What follows belongs to an exercise in optimizing a design on an open flow for small area and few clock cycles; a production flow would make more cautious choices.
The RTL was checked by simulation tests, not by an equivalence proof against the original design.

## rev 12
Design krnl_vadd_rtl, start of the top module:
module krnl_vadd_rtl #( 
  parameter integer  C_S_AXI_CONTROL_DATA_WIDTH = 32,
  parameter integer  C_S_AXI_CONTROL_ADDR_WIDTH = 6,
  parameter integer  C_M_AXI_GMEM_ID_WIDTH = 1,
  parameter integer  C_M_AXI_GMEM_ADDR_WIDTH = 64,
  parameter integer  C_M_AXI_GMEM_DATA_WIDTH = 32
)
(
  input  wire  ap_clk,
  input  wire  ap_rst_n,
  output wire                                 m_axi_gmem_AWVALID,
  input  wire                                 m_axi_gmem_AWREADY,
  output wire [C_M_AXI_GMEM_ADDR_WIDTH-1:0]   m_axi_gmem_AWADDR,
  output wire [C_M_AXI_GMEM_ID_WIDTH - 1:0]   m_axi_gmem_AWID,
  output wire [7:0]                           m_axi_gmem_AWLEN,
  output wire [2:0]                           m_axi_gmem_AWSIZE,
  output wire [1:0]                           m_axi_gmem_AWBURST,
  output wire [1:0]                           m_axi_gmem_AWLOCK,
  output wire [3:0]                           m_axi_gmem_AWCACHE,
  output wire [2:0]                           m_axi_gmem_AWPROT,
  output wire [3:0]                           m_axi_gmem_AWQOS,
  output wire [3:0]                           m_axi_gmem_AWREGION,
  output wire                                 m_axi_gmem_WVALID,
  input  wire                                 m_axi_gmem_WREADY,
  output wire [C_M_AXI_GMEM_DATA_WIDTH-1:0]   m_axi_gmem_WDATA,
  output wire [C_M_AXI_GMEM_DATA_WIDTH/8-1:0] m_axi_gmem_WSTRB,
  output wire                                 m_axi_gmem_WLAST,
  output wire                                 m_axi_gmem_ARVALID,
  input  wire                                 m_axi_gmem_ARREADY,
  ...
For scale: ~1,600 cells after synthesis, ~370 I/O pins, roughly 21,000 um^2 of cells after synthesis.
export LEC_CHECK = 0
export CAP_MARGIN = 20
export CORE_MARGIN = 2
export CORE_UTILIZATION = 60
export CTS_BUF_LIST = sky130_fd_sc_hd__clkbuf_16
export CTS_CLUSTER_DIAMETER = 100
export CTS_CLUSTER_SIZE = 28
export PLACE_DENSITY = 0.75
export SLEW_MARGIN = 20
create_clock -name core_clock -period 8.0 [get_ports {ap_clk}]
standard.sh (not shown) runs the stock make flow with config.mk's settings and CLKGATE_MAP_FILE= SYNTH_SCRIPT=/design/flow/synth_recipe.tcl, a recipe that flattens the netlist after the stock synthesis.
==> flow/flow/run.sh <==
#!/bin/bash
# Standard layout, with the smallest buffer on every input and output port
# instead of the default port buffer cell, and one tie cell per constant
# value instead of one per constant output.
set -euo pipefail
export BUFFER_PORTS_ARGS="-buffer_cell sky130_fd_sc_hd__buf_1"
export SKIP_REPAIR_TIE_FANOUT=1
bash standard.sh BUFFER_PORTS_ARGS="$BUFFER_PORTS_ARGS" SKIP_REPAIR_TIE_FANOUT=1 finish > standard_flow.log 2>&1
Testbench counts of rev 12, summed over its fixed seeds: cycles 57,720.
[inputs] rev 13 vs rev 12
--- a/flow/design.v
+++ b/flow/design.v
@@ -496,52 +496,47 @@
 assign m_axi_gmem_WLAST = (&w_cnt[7:0]) | (w_cnt == lm1);
 always @(posedge ap_clk) begin
   if (ap_start_pulse)
     w_cnt <= 16'd0;
   else if (m_axi_gmem_WVALID & m_axi_gmem_WREADY)
     w_cnt <= w_cnt_inc;
 end
-logic [7:0] aw_idx;
-logic [7:0] aw_idx_inc;
-krnl_vadd_rtl_incr #(.W(8)) inst_aw_idx_inc (.a(aw_idx), .y(aw_idx_inc));
-logic       aw_done;
-logic       aw_last;
-assign aw_last = (aw_idx == lm1[15:8]);
-assign m_axi_gmem_AWVALID = running & ~aw_done;
+logic [7:0] b_cnt;
+logic [7:0] b_cnt_inc;
+logic       aw_sent;
+logic       b_last;
 logic [17:10] aw_mid;
 logic         aw_mid_c;
 logic [63:18] aw_hi;
+krnl_vadd_rtl_incr #(.W(8)) inst_b_cnt_inc (.a(b_cnt), .y(b_cnt_inc));
 krnl_vadd_rtl_adder #(.W(8)) inst_aw_mid_add (
-  .a(c[17:10]), .b(aw_idx), .cin(1'b0), .s(aw_mid), .cout(aw_mid_c)
+  .a(c[17:10]), .b(b_cnt), .cin(1'b0), .s(aw_mid), .cout(aw_mid_c)
 );
-krnl_vadd_rtl_incr_blk #(.W(46), .B(8)) inst_aw_hi_inc (
+krnl_vadd_rtl_incr_blk #(.W(46), .B(16)) inst_aw_hi_inc (
   .a(c[63:18]), .cin(aw_mid_c), .y(aw_hi)
 );
+assign b_last = (b_cnt == lm1[15:8]);
+assign m_axi_gmem_AWVALID = running & ~aw_sent;
 assign m_axi_gmem_AWADDR  = {aw_hi, aw_mid, c[9:0]};
-assign m_axi_gmem_AWLEN   = aw_last ? lm1[7:0] : 8'hff;
+assign m_axi_gmem_AWLEN   = b_last ? lm1[7:0] : 8'hff;
+assign ap_done = running & m_axi_gmem_BVALID & b_last;
 always @(posedge ap_clk) begin
   if (ap_start_pulse) begin
-    aw_idx  <= 8'd0;
-    aw_done <= 1'b0;
+    b_cnt   <= 8'd0;
+    aw_sent <= 1'b0;
   end
-  else if (m_axi_gmem_AWVALID & m_axi_gmem_AWREADY) begin
-    aw_idx  <= aw_idx_inc;
-    aw_done <= aw_last;
+  else begin
+    if (m_axi_gmem_AWVALID & m_axi_gmem_AWREADY)
+      aw_sent <= 1'b1;
+    else if (m_axi_gmem_BVALID & ~b_last)
+      aw_sent <= 1'b0;
+    if (m_axi_gmem_BVALID)
+      b_cnt <= b_cnt_inc;
   end
 end
-logic [7:0] b_cnt;
-logic [7:0] b_cnt_inc;
-krnl_vadd_rtl_incr #(.W(8)) inst_b_cnt_inc (.a(b_cnt), .y(b_cnt_inc));
-assign ap_done = running & m_axi_gmem_BVALID & (b_cnt == lm1[15:8]);
-always @(posedge ap_clk) begin
-  if (ap_start_pulse)
-    b_cnt <= 8'd0;
-  else if (m_axi_gmem_BVALID)
-    b_cnt <= b_cnt_inc;
-end
 endmodule
 `default_nettype wire
 `default_nettype none
 `timescale 1 ns / 1 ps 
 module krnl_vadd_rtl #( 
   parameter integer  C_S_AXI_CONTROL_DATA_WIDTH = 32,
   parameter integer  C_S_AXI_CONTROL_ADDR_WIDTH = 6,
[summary]
- Rev 13 ended with every stage complete and zero timing, DRC or antenna violations.
- When rev 13 is measured against rev 12, its number of well-tap cells placed turns out 6 lower.
- Total number of multi-input combinational cells, rev 12 and rev 13: larger value in rev 12
- Rev 13 does better than rev 12 on tightest slew margin relative to the limit.
- Rev 12 ended up with met4 as its topmost layer with routed signal wires; rev 13 ended up with met5.
- Looking at fraction of area in registers across rev 12 and rev 13, the one that comes out lower is rev 12.
- Rev 13: part of the cycle the worst path needs 0.33 points below rev 12
Testbench counts of rev 13, summed over its fixed seeds: cycles 57,712.

separate check: timing with driven ports:
The flow's constraints put no driver on any port. The routed layouts listed below were extracted and timed again, unchanged, in two steps. Step 1 sets driving cells, clkbuf_16 on the clock port and buf_2 on the other inputs (assumed; they add their load-dependent delay and slew). Step 2 times the ports against the registers' clock, not the clock port: input delays grow and output delays shrink by t, the midpoint of the rising clock arrivals with the driver on. Three values: ideal, step 1, step 2; two values: the first two.
| run | shift t [ns] | setup WS [ns] | hold slack, ns |
|---|---|---|---|
| rev 12 | 0.577 | 0.338 / 0.281 / 0.858 | 0.479 / 0.479 / 0.479 |
| rev 13 | 0.569 | 0.364 / 0.315 / 0.884 | 0.487 / 0.487 / 0.487 |
After both steps every run listed still meets setup and hold.
